From an optimization exercise on the open Yosys and OpenROAD flow, aimed at small area; shortcuts taken in it are not production practice.
Function was checked by simulation only, so behaviour that the tests miss may differ from the original.
Power and IR drop assume default switching activity.

### design.v
`timescale 1ns / 1ps
module Snake(
	input up,
	input down,
	input left,
	input right,
	input reset,
	input clk,
	output reg B,
	output reg R,
	output G,
	output VS,
	output HS,
	output [3:0] AN,
	output [6:0] seven,
	input speed);
	parameter SLOW_BIT = 17;
	parameter FAST_BIT = 14;
	reg [4:0] hr, vr;
	reg [5:0] hq;
	reg [4:0] vq;
	wire h0 = (hq == 0) & (hr == 0);
	wire blank = ~((((hq < 6'd32) & ~h0) | ((hq == 6'd32) & (hr == 0))) & (vq < 5'd24));
	reg hs_r, vs_r;
	assign HS = hs_r;
	assign VS = vs_r;
	wire h_end = (hq == 6'd40) & (hr == 5'd0);
	wire v_end = (vq == 5'd26) & (vr == 5'd5);
	always @(posedge clk) begin
		if (reset) begin
			hq <= 0; hr <= 0; vq <= 0; vr <= 0;
			hs_r <= 1'b1; vs_r <= 1'b1;
		end else begin
			hs_r <= ~(((hq == 6'd32) & (hr >= 5'd8)) | ((hq >= 6'd33) & (hq <= 6'd36)) |
			          ((hq == 6'd37) & (hr <= 5'd3)));
			vs_r <= ~((vq == 5'd24) & (vr[4:1] == 4'd1));
			if (h_end) begin
				hq <= 0; hr <= 0;
				if (v_end) begin
					vq <= 0; vr <= 0;
				end else if (vr == 5'd19) begin
					vr <= 0; vq <= vq + 1'b1;
				end else
					vr <= vr + 1'b1;
			end else if (hr == 5'd19) begin
				hr <= 0; hq <= hq + 1'b1;
			end else
				hr <= hr + 1'b1;
		end
	end
	reg [17:0] sc;
	reg slow_clk;
	reg started;
	reg [3:0] smallbin;
	wire [17:0] n_sc = sc + 1'b1;
	wire n_slow_clk = speed ? n_sc[FAST_BIT] : n_sc[SLOW_BIT];
	wire move = n_slow_clk & ~slow_clk;
	wire tick = (sc[15:0] == 16'd50000);
	wire [1:0] an_idx = sc[17:16] - {1'b0, (sc[15:0] <= 16'd50000)};
	assign AN = started ? ~(4'b0001 << an_idx) : 4'b0000;
	reg [3:0] on, te, hu;
	reg [1:0] th;
	reg [4:0] hi;
	reg [4:0] fxc, fyc, fxi, fyi;
	reg [6:0] xq, yq;                 
	reg [2:0] xr, yr;
	reg [2:0] dir, state, next_state;
	wire d_up = dir == 3'b100, d_down = dir == 3'b101, d_left = dir == 3'b110, d_right = dir == 3'b111;
	wire s_up = state == 3'b100, s_down = state == 3'b101, s_left = state == 3'b110, s_right = state == 3'b111;
	reg lose;
	reg [4:0] ns;                     
	reg [1:0] path [1:25];            
	wire shift = move & state[2];
	wire ls = (hq >= 6'd32) & ~((hq == 6'd32) & (hr == 0));
	wire [5:0] hq_e = ls ? 6'd0 : hq;
	wire [4:0] hr_e = ls ? 5'd1 : hr;
	wire [7:0] Eq = {xq[6], xq} - {2'b0, hq_e};
	wire [5:0] Er = {1'b0, xr, 2'b0} - {1'b0, hr_e};
	wire [4:0] vq_e = (ls & (vr == 5'd19)) ? vq + 5'd1 : vq;
	wire [4:0] vr_e = ls ? ((vr == 5'd19) ? 5'd0 : vr + 5'd1) : vr;
	wire [7:0] Fq = {yq[6], yq} - {3'b0, vq_e};
	wire [5:0] Fr = {1'b0, yr, 2'b0} - {1'b0, vr_e};
	wire Er_pos = ~Er[5] & (Er != 0);
	wire Fr_pos = ~Fr[5] & (Fr != 0);
	wire [7:0] ch = Eq + Er_pos;
	wire [7:0] cv = Fq + Fr_pos;
	wire h_ok = (Er != 0) & ~((hq == 0) & Er_pos);
	wire v_ok = (Fr != 0) & ~((vq == 0) & Fr_pos);
	wire head_h = ~xq[6] & (((Eq == 0) & (Er[5] | Er == 0)) | ((Eq == 8'hff) & ~Er[5]));
	wire head_v = ~yq[6] & (((Fq == 0) & (Fr[5] | Fr == 0)) | ((Fq == 8'hff) & ~Fr[5]));
	wire snakehead = ~blank & head_h & head_v;
	wire food_h = (hq == {1'b0, fxi}) | ((hq == {1'b0, fxi} + 6'd1) & (hr == 0));
	wire food_v = ({1'b0, vq} == {1'b0, fyi}) | (({1'b0, vq} == {1'b0, fyi} + 6'd1) & (vr == 0));
	wire food = ~blank & food_h & food_v;
	wire v_ge1 = ~((vq == 0) & (vr == 0));
	wire is_wall = ~blank & (
		(~((hq == 6'd32) & (hr == 0)) & (((vq == 0) & (vr != 0)) | ((vq == 5'd23) & (vr != 0)))) |
		(v_ge1 & ((hq == 0) | ((hq == 6'd31) & (hr != 0)))));
	wire sat = (hi != 0) | (th != 0) | (hu != 0) | (te >= 4'd3);
	wire [4:0] s5 = sat ? 5'd31 : te * 4'd10 + on;
	wire zc_cur = (ch == 0) & (cv == 0);             
	wire zc_nxt = (ch == 8'd1) & (cv == 0);          
	wire cell_end = ~blank & ~((hq == 6'd32) & (hr == 0)) & ((Er == 6'd1) | (Er == 6'h2d));
	reg [4:0] cur;
	reg st;
	reg [4:0] j;                      
	reg [4:0] mm;                     
	reg [5:0] rmx, rmy;               
	wire tw_in = ((ch[7] ? (ch >= 8'hE8) : (ch <= 8'd26))) & (cv[7] ? (cv >= 8'hE7) : (cv <= 8'd25));
	reg [1:0] q1, q2;
	integer k;
	always @(*) begin
		q1 = 2'b00; q2 = 2'b00;
		for (k = 0; k <= 12; k = k + 1) begin
			q1 = q1 | (path[2 * k + 1] & {2{j[4:1] == k}});
			if (k < 12) q2 = q2 | (path[2 * k + 2] & {2{j[4:1] == k}});
		end
	end
	wire [1:0] p1 = j[0] ? q2 : q1;
	wire [1:0] p2 = q2;
	function [5:0] incdec;            
		input [5:0] r;
		input en, dn;
		reg [5:0] t;
		integer b;
		begin
			t[0] = en;
			for (b = 1; b < 6; b = b + 1)
				t[b] = t[b-1] & (r[b-1] ^ dn);
			incdec = r ^ t;
		end
	endfunction
	wire [5:0] r1x = incdec(rmx, p1[1], p1[0]);
	wire [5:0] r1y = incdec(rmy, ~p1[1], p1[0]);
	wire [5:0] r2x = incdec(r1x, p2[1], p2[0]);
	wire [5:0] r2y = incdec(r1y, ~p2[1], p2[0]);
	wire two = ~j[0] & (j != 5'd24);
	wire z1 = (r1x == 6'd1) & (r1y == 0);
	wire z2 = (r2x == 6'd1) & (r2y == 0) & two;
	wire stepping = j != 5'd25;
	wire [4:0] j_s = ~stepping ? j : two ? j + 5'd2 : j + 5'd1;
	wire [4:0] mm_s = (~stepping | (mm != 5'd31)) ? mm : z1 ? j + 5'd1 : z2 ? j + 5'd2 : 5'd31;
	wire [5:0] rmx_s = ~stepping ? rmx : two ? r2x : r1x;
	wire [5:0] rmy_s = ~stepping ? rmy : two ? r2y : r1y;
	function [4:0] tr;
		input [4:0] m;
		input z;
		tr = z ? 5'd1 : (m >= 5'd25) ? 5'd31 : m + 5'd1;
	endfunction
	wire xwrap = (s_right & ((xq == 7'd62) | ((xq == 7'd61) & (xr >= 3'd2)))) | (s_left & (xq == 7'd88));
	wire ywrap = (s_down & ((yq == 7'd62) | ((yq == 7'd61) & (yr >= 3'd2)))) | (s_up & (yq == 7'd88));
	wire jump = shift & (xwrap | ywrap);
	wire [4:0] mm_m = shift ? tr(mm_s, zc_nxt) : mm_s;
	wire [4:0] j_m = (shift & (j_s != 5'd25)) ? j_s + 5'd1 : j_s;
	wire [4:0] cur_m = shift ? tr(cur, zc_cur) : cur;
	always @(posedge clk) begin
		begin
			st <= cell_end | ((hq == 6'd32) & (hr == 5'd1));
			if (st) begin
				rmx <= ch[5:0]; rmy <= cv[5:0];
				if (~tw_in | jump) begin
					j <= 5'd25; mm <= 5'd31;
				end else begin
					j <= shift ? 5'd1 : 5'd0;
					mm <= (shift & zc_nxt) ? 5'd1 : 5'd31;
				end
			end else begin
				rmx <= rmx_s; rmy <= rmy_s;
				if (jump) begin
					j <= 5'd25; mm <= 5'd31;
				end else begin
					j <= j_m; mm <= mm_m;
				end
			end
			if (jump)
				cur <= 5'd31;
			else
				cur <= cell_end ? mm_m : cur_m;
		end
	end
	wire is_seg = ~blank & h_ok & v_ok & (cur <= s5) & (cur <= ns);
	wire n_lose = lose | (snakehead & (is_seg | is_wall));
	wire eat = snakehead & food;
	wire eaten = food & (is_seg | is_wall);
	wire [4:0] fxc_inc = (fxc == 5'd29) ? 5'd0 : fxc + 1'b1;
	wire [4:0] fyc_inc = (fyc == 5'd20) ? 5'd0 : fyc + 1'b1;
	wire [4:0] n_fxc = lose ? fxc : fxc_inc;
	wire [4:0] n_fyc = lose ? fyc : fyc_inc;
	integer i;
	always @(posedge clk) begin
		if (reset) begin
			sc <= 0; slow_clk <= 0; started <= 0; smallbin <= 0;
			on <= 0; te <= 0; hu <= 0; th <= 0; hi <= 0;
			fxc <= 5'd20; fyc <= 5'd20; fxi <= 5'd20; fyi <= 5'd20;
			xq <= 7'd5; xr <= 0; yq <= 7'd5; yr <= 0;
			dir <= 0; state <= 0; next_state <= 0;
			lose <= 0; ns <= 0;
			B <= 0; R <= 0;
		end else begin
			sc <= n_sc;
			slow_clk <= n_slow_clk;
			if (tick) begin
				started <= 1'b1;
				case (sc[17:16])
					2'd0: smallbin <= on;
					2'd1: smallbin <= te;
					2'd2: smallbin <= hu;
					default: smallbin <= {2'b0, th};
				endcase
			end
			if (eat) begin
				if (th == 2'd2 && hu == 4'd0 && te == 4'd4 && on == 4'd7) begin
					th <= 0; hu <= 0; te <= 0; on <= 0; hi <= hi + 1'b1;
				end else if (on != 4'd9)
					on <= on + 1'b1;
				else begin
					on <= 0;
					if (te != 4'd9)
						te <= te + 1'b1;
					else begin
						te <= 0;
						if (hu != 4'd9)
							hu <= hu + 1'b1;
						else begin
							hu <= 0;
							th <= th + 1'b1;
						end
					end
				end
			end
			fxc <= n_fxc; fyc <= n_fyc;
			if (eat | eaten) begin
				fxi <= n_fxc; fyi <= n_fyc;
			end
			lose <= n_lose;
			if (lose) begin
				dir <= 0;
				state <= next_state;
			end else if (up & ~d_down) begin
				dir <= 3'b100;
				state <= next_state;
			end else if (down & ~d_up) begin
				dir <= 3'b101;
				state <= next_state;
			end else if (left & ~d_right) begin
				dir <= 3'b110;
				state <= next_state;
			end else if (right & ~d_left) begin
				dir <= 3'b111;
				state <= next_state;
			end
			if (move) begin
				next_state <= dir;
				if (s_up) begin
					if (yq == 7'd88) begin
						if (yr >= 3'd3) begin yq <= 7'd62; yr <= yr - 3'd3; end
						else begin yq <= 7'd61; yr <= yr + 3'd2; end
					end else
						yq <= yq - 7'd1;
				end
				if (s_down) begin
					if (yq == 7'd62 || (yq == 7'd61 && yr >= 3'd2)) begin
						if (yr >= 3'd2) begin yq <= 7'd88; yr <= yr - 3'd2; end
						else begin yq <= 7'd88; yr <= yr + 3'd3; end
					end else
						yq <= yq + 7'd1;
				end
				if (s_left) begin
					if (xq == 7'd88) begin
						if (xr >= 3'd3) begin xq <= 7'd62; xr <= xr - 3'd3; end
						else begin xq <= 7'd61; xr <= xr + 3'd2; end
					end else
						xq <= xq - 7'd1;
				end
				if (s_right) begin
					if (xq == 7'd62 || (xq == 7'd61 && xr >= 3'd2)) begin
						if (xr >= 3'd2) begin xq <= 7'd88; xr <= xr - 3'd2; end
						else begin xq <= 7'd88; xr <= xr + 3'd3; end
					end else
						xq <= xq + 7'd1;
				end
			end
			if (shift && ns != 5'd25)
				ns <= ns + 1'b1;
			R <= is_wall | food | snakehead | is_seg;
			B <= is_wall | food | ((snakehead | is_seg) & ~n_lose);
		end
	end
	assign G = B;
	always @(posedge clk) begin
		if (reset) begin
			for (i = 1; i <= 25; i = i + 1)
				path[i] <= 2'b00;
		end else if (shift) begin
			for (i = 25; i > 1; i = i - 1)
				path[i] <= path[i-1];
			path[1] <= state[1:0];
		end
	end
	reg [6:0] seg7;
	always @(*) begin
		case (smallbin)
			4'd0: seg7 = 7'b1000000;
			4'd1: seg7 = 7'b1111001;
			4'd2: seg7 = 7'b0100100;
			4'd3: seg7 = 7'b0110000;
			4'd4: seg7 = 7'b0011001;
			4'd5: seg7 = 7'b0010010;
			4'd6: seg7 = 7'b0000010;
			4'd7: seg7 = 7'b1111000;
			4'd8: seg7 = 7'b0000000;
			4'd9: seg7 = 7'b0010000;
			4'd10: seg7 = 7'b0001000;
			4'd11: seg7 = 7'b0000011;
			4'd12: seg7 = 7'b1000110;
			4'd13: seg7 = 7'b0100001;
			4'd14: seg7 = 7'b0000110;
			default: seg7 = 7'b0001110;
		endcase
	end
	assign seven = seg7;
endmodule
### flow/run.sh
#!/bin/bash
# Layout flow: the standard flow, except that the synthesis maps the
# logic for area (no Kogge-Stone carry units, no half/full adder extraction,
# an area-oriented abc script).  The registers of this synthesis are checked
# against the standard synthesis; if they differ in name, count or cell type,
# the standard synthesis netlist is used instead.
set -uo pipefail
HERE=$(pwd)
R=$HERE/orfs/results/$FLOW_PLATFORM/Snake/base
RA=$HERE/orfs_area/results/$FLOW_PLATFORM/Snake/base

# 1. the standard synthesis
bash standard.sh synth > synth_standard.log 2>&1 || { echo "standard synthesis failed"; exit 1; }
cp $R/1_2_yosys.v $HERE/standard_1_2_yosys.v

# 2. the area-oriented synthesis, in a work folder of its own
sed -e "s#log_cmd abc {\*}\$abc_args#log_cmd abc -script $HERE/flow/area.abc {*}[lrange \$abc_args 2 end]#" \
    -e "s#\"-extra-map \$::env(FLOW_HOME)/platforms/common/lcu_kogge_stone.v\"#\"\"#" \
    -e "s#^  extract_fa {\*}\[dont_use_extract_fa_args\]#  \# extract_fa skipped#" \
    $FLOW_HOME/scripts/synth.tcl > $HERE/synth_area.tcl
sed -e "s#source \$::env(SCRIPTS_DIR)/synth.tcl#source $HERE/synth_area.tcl#" synth_recipe.tcl > $HERE/synth_recipe_area.tcl
sed -e "s#WORK_HOME=$HERE/orfs #WORK_HOME=$HERE/orfs_area #" \
    -e "s#SYNTH_SCRIPT=[^ ]*#SYNTH_SCRIPT=$HERE/synth_recipe_area.tcl#" standard.sh > $HERE/standard_area.sh
grep -c "orfs_area" standard_area.sh > /dev/null && grep -c "synth_recipe_area" standard_area.sh > /dev/null && \
  grep -c "extract_fa skipped" synth_area.tcl > /dev/null && \
  bash standard_area.sh synth > synth_area.log 2>&1
ok=0
if [[ -f $RA/1_2_yosys.v ]]; then
  regs() { grep -E '^\s*sky130_fd_sc_hd__(df|edf|sdf|sedf|dl)[a-z0-9_]* ' "$1" | awk '{print $1, $2}' | sort; }
  regs $R/1_2_yosys.v > regs_standard.txt
  regs $RA/1_2_yosys.v > regs_area.txt
  if [[ -s regs_standard.txt ]] && cmp -s regs_standard.txt regs_area.txt; then ok=1; fi
fi
if [[ $ok == 1 ]]; then
  echo "using the area-oriented synthesis ($(wc -l < regs_area.txt) registers match)"
  cp $RA/1_2_yosys.v $R/1_2_yosys.v
  rm -f $R/1_synth.odb $R/1_synth.sdc
else
  echo "registers differ or area synthesis failed: using the standard synthesis"
fi

# 3. the rest of the standard flow, with a clock tree of small clusters of
#    small buffers and no dummy loads, and the smallest buffer on the ports
bash standard.sh finish \
  "CTS_ARGS=-sink_clustering_enable -repair_clock_nets -dont_use_dummy_load -sink_clustering_size 10 -sink_clustering_max_diameter 50 -buf_list sky130_fd_sc_hd__clkbuf_4" \
  "BUFFER_PORTS_ARGS=-buffer_cell sky130_fd_sc_hd__buf_1" > layout.log 2>&1 || { echo "layout failed"; tail -20 layout.log; exit 1; }
### flow/area.abc
strash; &get -n; &fraig -x; &put; scorr; dc2; balance; rewrite; refactor; balance; rewrite; rewrite -z; balance; refactor -z; rewrite -z; balance; dch -f; amap; topo
### standard.sh
#!/bin/bash
# synth_recipe.tcl (not shown) runs the flow's synth.tcl, then flattens the netlist and writes it again
# the make line also repeats each setting of config.mk as NAME=value (left out here)
make -C /OpenROAD-flow-scripts/flow DESIGN_CONFIG=/design/flow/config.mk WORK_HOME=/design/flow/orfs CLKGATE_MAP_FILE= SYNTH_SCRIPT=/design/flow/synth_recipe.tcl "${@:-finish}"
### config.mk
export PLATFORM = sky130hd
export DESIGN_NAME = Snake
export DESIGN_NICKNAME = Snake
export VERILOG_FILES = /design/flow/design.v
export SDC_FILE = /design/flow/constraint.sdc
export NUM_CORES = 4
export LEC_CHECK = 0
export CAP_MARGIN = 20
export CORE_MARGIN = 2
export CORE_UTILIZATION = 40
export SLEW_MARGIN = 20
### constraint.sdc
create_clock -name core_clock -period 40.0 [get_ports {clk}]
set_input_delay 8.0000 -clock core_clock [delete_from_list [all_inputs] [get_ports {clk}]]
set_output_delay 8.0000 -clock core_clock [all_outputs]
set_load 0.01 [all_outputs]
==> impl_metrics.toml <==
[finish]
fillers = 2842
multi_input_area_um2 = 6120
final_cell_area_um2 = 12100
drive_gt1_share_pct = 2.64
syn2layout_area_growth_pct = 7.68
fin_nets = 1639
regArea_um2 = 4280

[floorplan]
coreArea_um2 = 27700
fp.dieArea_um2 = 29400
die_y_um = 171
fp.dieW_um = 171
pin_count = 23
start_util_pct = 40.5
fp-row-count = 61

[run]
drv_cap = 0

[clock_tree]
clkSinkCount = 208
h-tree-depth = 1
cts_setup_buffers = 0
clk_pin_slew_ns = 0.10
root_buffer = "clkbuf_4"
cts_buffer_depth = 3
cts-resized-gates = 0
hold_buffers = 0
numCtsBuffers = 31
cts_tree = "built"
insertion_delay_ns = 0.74

[power_and_ir_drop]
vdd_ir_drop_max_mv = 0.0237
power_density_nw_per_um2 = 41.4
p_leak_nw = 3.96

[grt]
grt_pass1_wl_mm = 50.2
grt_overflow = 0
grt_pass1_vias = 10401
grt.total_usage_pct = 20.5
grt_max_degree = 64
antenna_found_initial = 1

[worst_setup_path]
rr_worst_depth = 31
cp_data_arrival_time_ns = 11.82
required_ns = 40.60
cp_max_fo = 63
slowest_delay_ns = 0.53
r2r_end = "cur[3]$_SDFFE_PP1P_"
critical_path_class = "in -> reg"
path_delay_family = "buffers and inverters"
crit_slowest_cell = "nor2_1"
critPathBufInv = 6
r2r_setup_slack_ns = 32.44
crit_chain = "buf_1, nand2_1, o21ai_0, nor2_1, clkinv_1, nor2_4, buf_4, clkinv_1, buf_4, nor2_1, clkinv_1, a211oi_1, nor2_1, a211oi_1"
cp-start-kind = "input port"
r2r_start = "j[4]$_DFF_P_"
end_kind = "register"

[drt]
vias = 11455
firstDrtPassIters = 6
antenna_left = 0
wl_per_cell_um = 15.0
drc = 0
viasPerCell = 5.70
drt_iter0_markers = 812
drt_wl_total_mm = 30.1

[placed_design]
dpl_cell_area_um2 = 11800
gp_congestion = 0.898
dp_hpwl_mm = 22.0
portBuffers = 22

[yosys]
synth.cell_area_um2 = 11200
syn_inst = 1569
synth_warnings = 2
synth_area_per_cell_um2 = 7.15
synth_nets = 1576

[timing]
hold_violations = 0
setup_viol = 0
worst_pin_slew_ns = 0.997
min_period_ns = 11.22
skew_ns = 0.100
rsz0062_at_grt = "no"
slew_violations = 0
fin_crit_sh_pct = 28.1
fmax_mhz = 89.1
tns_ns = 0
relSlewSlack_pct = 32.6

[min_path]
hold_end = "sc[0]$_SDFF_PP0_"
hold_depth = 1
hold_path_class = "reg -> reg"
min_from = "sc[0]$_SDFF_PP0_"

[status]
status = "finished clean"
## sequential cells by signal, summed over array words and instances, names as in the netlist, 6 cells and up
signal and cells:
hq 6, xq 7, yq 7, seven 7
sc 18, path 50, rmx 6, rmy 6
## area by class of cell
cell class	count	share of cell area [%]
multi-input cells	1143	50.7
flip-flops and latches	208	35.5
inverters	217	6.74
well taps	378	3.91
clock buffers	31	1.93
repair buffers	31	1.27
diodes	1	0.0207
## worst reg2reg max path, delay by kind of cell (launching register included)
family	cells	cell delay, ns
AND/OR/NAND/NOR	8	1.77
AO/OA/AOI/OAI	13	3.12
flip-flops	1	0.52
buffers and inverters	10	2.01
## where the power goes
group	internal [W]	leakage, nW	switching [W]	total [W]
Clock	0.0000352	0.143	0.0000716	0.000107
Sequential	0.000230	1.71	0.0000164	0.000247
Combinational	0.0000508	2.10	0.0000957	0.000146
## layout by cell type, fill, tap and decap left out, types with 9 or more instances in the layout
| master | count |
|---|---|
| dfxtp_1 | 196 |
| edfxtp_1 | 12 |
| and3_1 | 10 |
| nand3_1 | 28 |
| a211oi_1 | 24 |
| o2111ai_1 | 10 |
| nor2b_1 | 14 |
| clkbuf_4 | 32 |
| buf_4 | 9 |
| a221oi_1 | 18 |
| o221ai_1 | 26 |
| a21oi_1 | 107 |
| nor4_1 | 23 |
| o22ai_1 | 51 |
| o21a_1 | 13 |
| buf_1 | 21 |
| clkinv_1 | 216 |
| a22oi_1 | 67 |
| o21ai_0 | 131 |
| nand4_1 | 12 |
| nand2_1 | 125 |
| a31oi_1 | 19 |
| nor3_1 | 59 |
| or3_1 | 12 |
| nor2_1 | 302 |
## routing by layer
metal  up-vias  GRT usage [%]  wire (um)
met1      5222           28.5      14500
li1       5880              -          -
met5         -              0          0
met3        56           2.88       1570
met4         0           5.82        679
met2       297           33.0      13400
## through the flow
step	total power (W)	instances	worst slack, ns	util [%]	hold slack, ns
6_report	0.000500	2009	28.78	43.6	0.441
5_1_grt	0.000535	2009	28.37	43.6	0.465
3_5_place_dp	0.000396	1977	28.14	42.8	0.424
4_1_cts	0.000504	2008	28.84	43.6	0.446
3_3_place_gp	0.000394	1977	28.25	42.8	0.423
2_1_floorplan	0.000360	1569	26.07	-	0.402
## worst max-delay path by stage
stage                          start  slack [ns]            endpoint  cells past startpoint
global placement               speed       28.25  xq[4]$_SDFFE_PP0P_                     14
global route                   speed       28.37  xq[4]$_SDFFE_PP0P_                     14
CTS                 sc[0]$_SDFF_PP0_       28.84               AN[2]                     11
floorplan                      speed       26.07  yq[4]$_SDFFE_PP0P_                     11
finish                         speed       28.78  xq[4]$_SDFFE_PP0P_                     14
detailed placement             speed       28.14  xq[4]$_SDFFE_PP0P_                     14

-- afterwards: timing with drivers on the ports --
In the flow no input, the clock included, has a driving cell. The finished layout below was timed again as built, in two steps.
Step 1 (the two cells are an assumption about what drives the block):
set clk [get_ports {clk}]
set_driving_cell -lib_cell sky130_fd_sc_hd__clkbuf_16 $clk
set_driving_cell -lib_cell sky130_fd_sc_hd__buf_2 [delete_from_list [all_inputs] $clk]
Step 2 also shifts input and output timing later by t, the mid clock arrival at the registers, as if the neighbouring blocks saw the same clock.
Three values: ideal, step 1, step 2; two values: the first two.
shift t [ns]: 0.733
setup WS [ns]: 28.777 / 28.802 / 28.069
clock arrival spread, ns: 0.100 / 0.101
worst data-port slew with drivers (ns): 0.03
After both steps setup and hold are still met in this run. The setup slack of this run moves by +0.025 ns with the drivers and by -0.708 ns with both steps.
